Background: an optimization exercise with open tools, aiming at small area and a short achievable clock period. Do not read the settings as production practice. Only simulation tests tie the RTL to the original design; equivalence was not proved. Power figures rest on the tool's default switching activity, not on a simulated workload.

File: config.mk
export PLATFORM = sky130hd
export DESIGN_NAME = Addition_Subtraction
export DESIGN_NICKNAME = Addition_Subtraction
export VERILOG_FILES = /design/flow/design.v
export SDC_FILE = /design/flow/constraint.sdc
export NUM_CORES = 4
export LEC_CHECK = 0
export CAP_MARGIN = 20
export CORE_MARGIN = 2
export CORE_UTILIZATION = 35
export SLEW_MARGIN = 20
File: constraint.sdc
create_clock -name core_clock -period 13.0 [get_ports {i_clk}]
set_input_delay 2.6000 -clock core_clock [delete_from_list [all_inputs] [get_ports {i_clk}]]
set_output_delay 2.6000 -clock core_clock [all_outputs]
set_load 0.01 [all_outputs]
File: design.v
module priority_encoder(
			input [24:0] significand,
			input [7:0] exp_a,
			output reg [24:0] Significand,
			output [7:0] exp_sub
			);
reg [4:0] shift;
always @(significand)
begin
	casex (significand)
		25'b1_1xxx_xxxx_xxxx_xxxx_xxxx_xxxx :	begin
													Significand = significand;
									 				shift = 5'd0;
								 			  	end
		25'b1_01xx_xxxx_xxxx_xxxx_xxxx_xxxx : 	begin
										 			Significand = significand << 1;
									 				shift = 5'd1;
								 			  	end
		25'b1_001x_xxxx_xxxx_xxxx_xxxx_xxxx : 	begin
										 			Significand = significand << 2;
									 				shift = 5'd2;
								 				end
		25'b1_0001_xxxx_xxxx_xxxx_xxxx_xxxx : 	begin
													Significand = significand << 3;
								 	 				shift = 5'd3;
								 				end
		25'b1_0000_1xxx_xxxx_xxxx_xxxx_xxxx : 	begin
									 				Significand = significand << 4;
								 	 				shift = 5'd4;
								 				end
		25'b1_0000_01xx_xxxx_xxxx_xxxx_xxxx : 	begin
									 				Significand = significand << 5;
								 	 				shift = 5'd5;
								 				end
		25'b1_0000_001x_xxxx_xxxx_xxxx_xxxx : 	begin						 
									 				Significand = significand << 6;
								 	 				shift = 5'd6;
								 				end
		25'b1_0000_0001_xxxx_xxxx_xxxx_xxxx : 	begin						 
									 				Significand = significand << 7;
								 	 				shift = 5'd7;
								 				end
		25'b1_0000_0000_1xxx_xxxx_xxxx_xxxx : 	begin						 
									 				Significand = significand << 8;
								 	 				shift = 5'd8;
								 				end
		25'b1_0000_0000_01xx_xxxx_xxxx_xxxx : 	begin						 
									 				Significand = significand << 9;
								 	 				shift = 5'd9;
								 				end
		25'b1_0000_0000_001x_xxxx_xxxx_xxxx : 	begin						 
									 				Significand = significand << 10;
								 	 				shift = 5'd10;
								 				end
		25'b1_0000_0000_0001_xxxx_xxxx_xxxx : 	begin						 
									 				Significand = significand << 11;
								 	 				shift = 5'd11;
								 				end
		25'b1_0000_0000_0000_1xxx_xxxx_xxxx : 	begin						 
									 				Significand = significand << 12;
								 	 				shift = 5'd12;
								 				end
		25'b1_0000_0000_0000_01xx_xxxx_xxxx : 	begin						 
									 				Significand = significand << 13;
								 	 				shift = 5'd13;
								 				end
		25'b1_0000_0000_0000_001x_xxxx_xxxx : 	begin						 
									 				Significand = significand << 14;
								 	 				shift = 5'd14;
								 				end
		25'b1_0000_0000_0000_0001_xxxx_xxxx  : 	begin						 
									 				Significand = significand << 15;
								 	 				shift = 5'd15;
								 				end
		25'b1_0000_0000_0000_0000_1xxx_xxxx : 	begin						 
									 				Significand = significand << 16;
								 	 				shift = 5'd16;
								 				end
		25'b1_0000_0000_0000_0000_01xx_xxxx : 	begin						 
											 		Significand = significand << 17;
										 	 		shift = 5'd17;
												end
		25'b1_0000_0000_0000_0000_001x_xxxx : 	begin						 
									 				Significand = significand << 18;
								 	 				shift = 5'd18;
								 				end
		25'b1_0000_0000_0000_0000_0001_xxxx : 	begin						 
									 				Significand = significand << 19;
								 	 				shift = 5'd19;
												end
		25'b1_0000_0000_0000_0000_0000_1xxx :	begin						 
									 				Significand = significand << 20;
								 					shift = 5'd20;
								 				end
		25'b1_0000_0000_0000_0000_0000_01xx : 	begin						 
									 				Significand = significand << 21;
								 	 				shift = 5'd21;
								 				end
		25'b1_0000_0000_0000_0000_0000_001x : 	begin						 
									 				Significand = significand << 22;
								 	 				shift = 5'd22;
								 				end
		25'b1_0000_0000_0000_0000_0000_0001 : 	begin						 
									 				Significand = significand << 23;
								 	 				shift = 5'd23;
								 				end
		25'b1_0000_0000_0000_0000_0000_0000 : 	begin						 
								 					Significand = significand << 24;
							 	 					shift = 5'd24;
								 				end
		default : 	begin
						Significand = (~significand) + 1'b1;
						shift = 8'd0;
					end
	endcase
end
assign exp_sub = exp_a - shift;
endmodule
module Addition_Subtraction(input i_clk,i_rst,
input [31:0] i_operand_a,i_operand_b,
input add_sub_signal,														 
output o_exception,
output reg [31:0] o_operand_o );
wire operation_add_sub_signal;
wire enable;
wire output_sign;
wire [31:0] op_a,op_b;
wire [23:0] significand_a,significand_b;
wire [7:0] exp_diff;
wire [23:0] significand_b_add_sub;
wire [7:0] exp_b_add_sub;
wire [24:0] significand_add;
reg [30:0] add_sum;
wire [23:0] significand_sub_complement;
wire [24:0] significand_sub;
wire [30:0] sub_diff;
wire [24:0] subtraction_diff;
wire [7:0] exp_sub;
wire [7:0] exp_a,exp_b;
wire perform;
assign {enable,op_a,op_b} = (i_operand_a[30:0] < i_operand_b[30:0]) ? {1'b1,i_operand_b,i_operand_a} : {1'b0,i_operand_a,i_operand_b};	 
assign exp_a = op_a[30:23];
assign exp_b = op_b[30:23];
assign o_exception = (&op_a[30:23]) | (&op_b[30:23]);				 
assign output_sign = add_sub_signal ? enable ? !op_a[31] : op_a[31] : op_a[31] ;
assign operation_add_sub_signal = add_sub_signal ? op_a[31] ^ op_b[31] : ~(op_a[31] ^ op_b[31]);
assign significand_a = (|op_a[30:23]) ? {1'b1,op_a[22:0]} : {1'b0,op_a[22:0]};							 
assign significand_b = (|op_b[30:23]) ? {1'b1,op_b[22:0]} : {1'b0,op_b[22:0]};
assign exp_diff = op_a[30:23] - op_b[30:23];											 
assign significand_b_add_sub = significand_b >> exp_diff;
assign exp_b_add_sub = op_b[30:23] + exp_diff;
assign perform = (op_a[30:23] == exp_b_add_sub);										 
assign significand_add = (perform & operation_add_sub_signal) ? (significand_a + significand_b_add_sub) : 25'd0;
assign significand_sub_complement = (perform & !operation_add_sub_signal) ? ~(significand_b_add_sub) + 24'd1 : 24'd0 ;
assign significand_sub = perform ? (significand_a + significand_sub_complement) : 25'd0;
priority_encoder pe(significand_sub,op_a[30:23],subtraction_diff,exp_sub);
assign sub_diff[30:23] = exp_sub;
assign sub_diff[22:0] = subtraction_diff[22:0];
always@(posedge i_clk,posedge i_rst) begin
if(i_rst) begin
o_operand_o <= 32'b0;
add_sum <= 31'b0;
end
else begin
 add_sum[22:0] <= significand_add[24] ? significand_add[23:1] : significand_add[22:0];  
 add_sum[30:23] <= significand_add[24] ? (1'b1 + op_a[30:23]) : op_a[30:23];  
 o_operand_o <= o_exception ? 32'b0 : ((!operation_add_sub_signal) ? {output_sign,sub_diff} : {output_sign,add_sum});
end
end
endmodule
File: run.sh
#!/bin/bash
# synth_recipe.tcl (not shown) runs the flow's synth.tcl, then flattens the netlist and writes it again
# the make line also repeats each setting of config.mk as NAME=value (left out here)
make -C /OpenROAD-flow-scripts/flow DESIGN_CONFIG=/design/flow/config.mk WORK_HOME=/design/flow/orfs CLKGATE_MAP_FILE= SYNTH_SCRIPT=/design/flow/synth_recipe.tcl finish
==> results.txt <==
==> layout make-up <==
type                       count  area (um^2)  share of cell area
timing repair buffer         535         4390               0.238
inverter                      80          300              0.0162
clock buffer                   9          225              0.0122
tap                          468          586              0.0317
multi-input combinational   1493        11300               0.613
sequential                    63         1580              0.0853
clock inverter                 7         77.6             0.00420
==> worst max-delay path, delay by kind of cell <==
family	cells	cell delay, ps
simple gates	18	3350
compound gates	13	2790
buf+inv	8	1560
mux	3	1240
fa+ha+maj	4	1170
xor+xnor	1	130
==> through the flow <==
stage | setup TNS (ps) | instances
global route | -314 | 2655
CTS | 0 | 2642
global placement | -1010 | 2626
finish | 0 | 2655
detailed placement | -1820 | 2626
floorplan | 0 | 1759
==> cell usage after synthesis (16+ instances only) <==
library cell / instances
sky130_fd_sc_hd__a21oi_1: 101
sky130_fd_sc_hd__and3_1: 16
sky130_fd_sc_hd__o22ai_1: 49
sky130_fd_sc_hd__a2111oi_0: 19
sky130_fd_sc_hd__inv_1: 74
sky130_fd_sc_hd__a211oi_1: 22
sky130_fd_sc_hd__nand2_1: 144
sky130_fd_sc_hd__nor3_1: 66
sky130_fd_sc_hd__nand3_1: 61
sky130_fd_sc_hd__dfrtp_1: 63
sky130_fd_sc_hd__mux4_2: 29
sky130_fd_sc_hd__clkbuf_1: 88
sky130_fd_sc_hd__mux2i_1: 64
sky130_fd_sc_hd__nor4_1: 37
sky130_fd_sc_hd__buf_2: 21
sky130_fd_sc_hd__nor2_1: 174
sky130_fd_sc_hd__or3_1: 17
sky130_fd_sc_hd__o21ai_0: 95
sky130_fd_sc_hd__nand4_1: 47
sky130_fd_sc_hd__a31oi_1: 20
sky130_fd_sc_hd__ha_1: 98
sky130_fd_sc_hd__xnor2_1: 64
sky130_fd_sc_hd__a21o_1: 21
sky130_fd_sc_hd__xor2_1: 39
==> timing repair <==
action	CTS	global route
pin swaps	1	36
setup buffers	0	12
setup endpoints to repair	4	28
gates resized for setup	3	89
gates cloned	0	1
==> registers in the layout, indices dropped and copies added, names as in the netlist <==
signal	cells
add_sum	31
o_operand_o	32
==> routing by layer <==
metal  GRT usage  up-vias  wire length [um]
met2       0.557      855             30600
met1       0.448     8018             28400
li1            -     7624                 -
met3      0.0931      222              6400
met4       0.181        0              3860
met5           0        -                 0
==> cell families (layout without fill, tap and decap cells) <==
kind of cell,after synthesis,in the layout,share of synthesized area
compound gates,536,536,0.291
xor+xnor,105,105,0.0728
fa+ha+maj,101,101,0.0987
buf+inv,203,631,0.0625
flops,63,63,0.121
mux,98,98,0.104
simple gates,653,653,0.250
==> layout by cell type (no fill, tap or decap), types with 18 or more instances in the layout <==
cell type                         netlist  final
sky130_fd_sc_hd__buf_4                  7    424
sky130_fd_sc_hd__nor2_1               174    168
sky130_fd_sc_hd__nand2_1              144    141
sky130_fd_sc_hd__clkdlybuf4s50_1        0     98
sky130_fd_sc_hd__a21oi_1              101     90
sky130_fd_sc_hd__o21ai_0               95     87
sky130_fd_sc_hd__ha_1                  98     85
sky130_fd_sc_hd__inv_1                 74     72
sky130_fd_sc_hd__dfrtp_1               63     63
sky130_fd_sc_hd__mux2i_1               64     62
sky130_fd_sc_hd__nand3_1               61     59
sky130_fd_sc_hd__xnor2_1               64     59
sky130_fd_sc_hd__nor3_1                66     55
sky130_fd_sc_hd__nand4_1               47     47
sky130_fd_sc_hd__o22ai_1               49     47
sky130_fd_sc_hd__xor2_1                39     36
sky130_fd_sc_hd__nor4_1                37     32
sky130_fd_sc_hd__mux4_2                29     29
sky130_fd_sc_hd__a21o_1                21     21
sky130_fd_sc_hd__a31oi_1               20     20
sky130_fd_sc_hd__a211oi_1              22     18
==> worst min-delay path by stage <==
stage,to,slack (ps),cells after the start
4_1_cts,o_operand_o[30]$_DFF_PP0_,490,2
5_1_grt,o_operand_o[30]$_DFF_PP0_,520,2
3_3_place_gp,o_operand_o[28]$_DFF_PP0_,460,2
3_5_place_dp,o_operand_o[30]$_DFF_PP0_,470,2
6_report,o_operand_o[30]$_DFF_PP0_,490,2
2_1_floorplan,o_operand_o[0]$_DFF_PP0_,450,2
==> report_power, final <==
group | total (mW) | leakage (nW) | switching (mW) | internal (mW)
registers | 0.227 | 0.820 | 0.00679 | 0.220
logic | 1.59 | 7.02 | 0.927 | 0.659
clock network | 0.262 | 0.147 | 0.111 | 0.151
total | 2.07 | 7.98 | 1.04 | 1.03
==> results.txt <==
Outcome
The flow ran to the end and the layout has no timing, DRC or antenna violations.

Synthesis
The number of nets produced by synthesis is 1927. The share of the Yosys chip area taken by registers is 0.121. The average instance in the mapped netlist occupies 7.41 um^2. Synthesis inferred 63 register bits. Counting flops with a built-in enable in the synthesized netlist gives 0. The share of synthesized area in the top cell type comes to 0.121. Counting flops with an async set or reset pin after synthesis yields a share of 1.00. The largest total area in the synthesized netlist belongs to sky130_fd_sc_hd__dfrtp_1. By area the synthesized netlist is led by sky130_fd_sc_hd__dfrtp_1, sky130_fd_sc_hd__ha_1, sky130_fd_sc_hd__mux4_2. The post-synthesis cell area is 13000 um^2. The number of distinct library cell variants in the gate-level netlist after synthesis is 98. Synthesis handed over a netlist of 1759 instances. The top flip-flop cell by instance count after synthesis is sky130_fd_sc_hd__dfrtp_1. For this run, the number of Yosys warnings is 2.

Timing
Of the available clock period, the critical path in the final layout requires 0.970. The post-route worst setup slack is 390 ps. On the final layout, the worst clock skew is 9.06 ps.

The total count of hold-check failures in the final report is 0. For the pin with the worst max-slew slack, the measured transition is 1120 ps. The worst pin sits at a relative slew slack of 0.246. The post-route worst hold slack is 489 ps. The final number of setup-violating endpoints is 0. For this run, the top clock speed supported by timing is 79.3 MHz.

The count of final max-slew check failures is 0. The shortest period the worst path allows is 12610 ps.

Job
The number of violations of the max-capacitance limit is 0.

Pwr
The largest vdd supply drop is 108 uV. Total power for the finished layout comes to 2.07 mW. The leakage power total is 7.98 nW. The power per cell area is 112 nW/um^2.

Floorplan
The number of placement rows is 70. The floorplan die height is 197 um. The starting density of the core is 0.356.

The x dimension of the die is 197 um. The core region is 36600 um^2. The floorplan step defined a die boundary enclosing 38800 um^2.

100 I/O pins were placed.

Clock tree
The hold buffer count at CTS is 0. The clock network latency to the later pin of the worst-skew pair is 380 ps. The H-tree was split into 3 levels.

In this run the deepest clock path goes through 2 buffers. The number of clock sinks seen by CTS is 63. The number of clock buffers added by TritonCTS is 9.

The TritonCTS clock tree is built. The cell at the root of the clock tree is sky130_fd_sc_hd__clkbuf_16. After clock tree synthesis, the clock-pin slew on the worst setup and hold paths is 60 ps.

Setup path
The slowest library cell on the worst path is sky130_fd_sc_hd__mux4_2. The worst setup slack for register-to-register paths is 11530 ps. The worst reg-to-reg path cell count is 2. Data arrives at the worst endpoint at 12840 ps.

The endpoint of the most critical setup path is o_operand_o[28]$_DFF_PP0_. The top fanout value on the critical path is 14. The longest individual stage delay on the worst path is 550 ps. The most critical setup path has its startpoint at i_operand_b[29]. STA classifies the critical path endpoint as a register. In this run the critical register-to-register path is launched from add_sum[16]$_DFF_PP0_. The critical path is of the input pin to register type. In this run the critical register-to-register path is captured at o_operand_o[16]$_DFF_PP0_.

STA classifies the critical path startpoint as an input pin. STA puts the critical path data required time at 13230 ps. The most repeated library cell on the critical path is sky130_fd_sc_hd__buf_4.

Final layout
The area added between synthesis and finish is 41.8%. Once layout is complete, the utilization of the core stands at 0.505. Of the cells placed in the final design, the portion with a size suffix greater than 1 is 0.287.

Fill cells in the final layout number 3661. The number of diodes added for antenna fixing is 0. The final layout net count is 2350.

The final standard cell area without fillers is 18500 um^2.

Placed design
The wire-length estimate of the detail-placed layout is 55.4 mm. The cell area reported after detailed placement is 17600 um^2. The quantity of I/O buffers inserted on ports is 99. Routability-driven placement finished with a final weighted congestion of 1.07. The setup slack after placement is -474 ps.

Detailed routing
The via count is 16700. The residual DRC count is 0. The DRC marker count from the first detailed-route iteration is 1948.

In this run the remaining antenna-violating nets after routing total 0. The overall routed net length is 69.3 mm. The average vias per placed instance is 6.30. The first detailed-routing pass took 6 iterations. After detailed routing, the average wire length per cell comes to 26.1 um.

Global routing
After global routing the overflow that remains totals 0. The first-pass GRT wire length is 103 mm. The via count of the first global-routing pass is 16400. The number of antenna violations at the first check in global routing is 0. The total routing resource utilization after global routing is 0.355. The pin count of the biggest net entering global routing is 64.

Hold path
In this run the most critical hold path is launched from add_sum[30]$_DFF_PP0_. The path category of the worst min-delay check is register to register.

afterwards: timing with drivers on the ports:
How much do the figures lean on ideal ports? The routed layout below was timed once more, with nothing changed but the port constraints.
Step 1, drivers: a clkbuf_16 drives i_clk and a buf_2 each remaining input, both assumed.
Step 2 moves the port delays by t, midway between the first and last clock arrival at a register: inputs arrive t later, outputs are due t later. That takes back most of the time a late clock gives input paths.
Three values: ideal ports, drivers, drivers and shift; two values: the first two.
t, ns: 0.422
setup WS [ns]: 0.390 / 0.404 / -0.019
hold slack, ns: 0.489 / 0.489 / 0.489
worst setup path after step 2: input to register
clock arrival spread, ns: 0.011 / 0.011
With both steps, setup timing fails in this run, where it was met with ideal ports. The setup slack of this run moves by +0.014 ns with the drivers and by -0.409 ns with both steps.
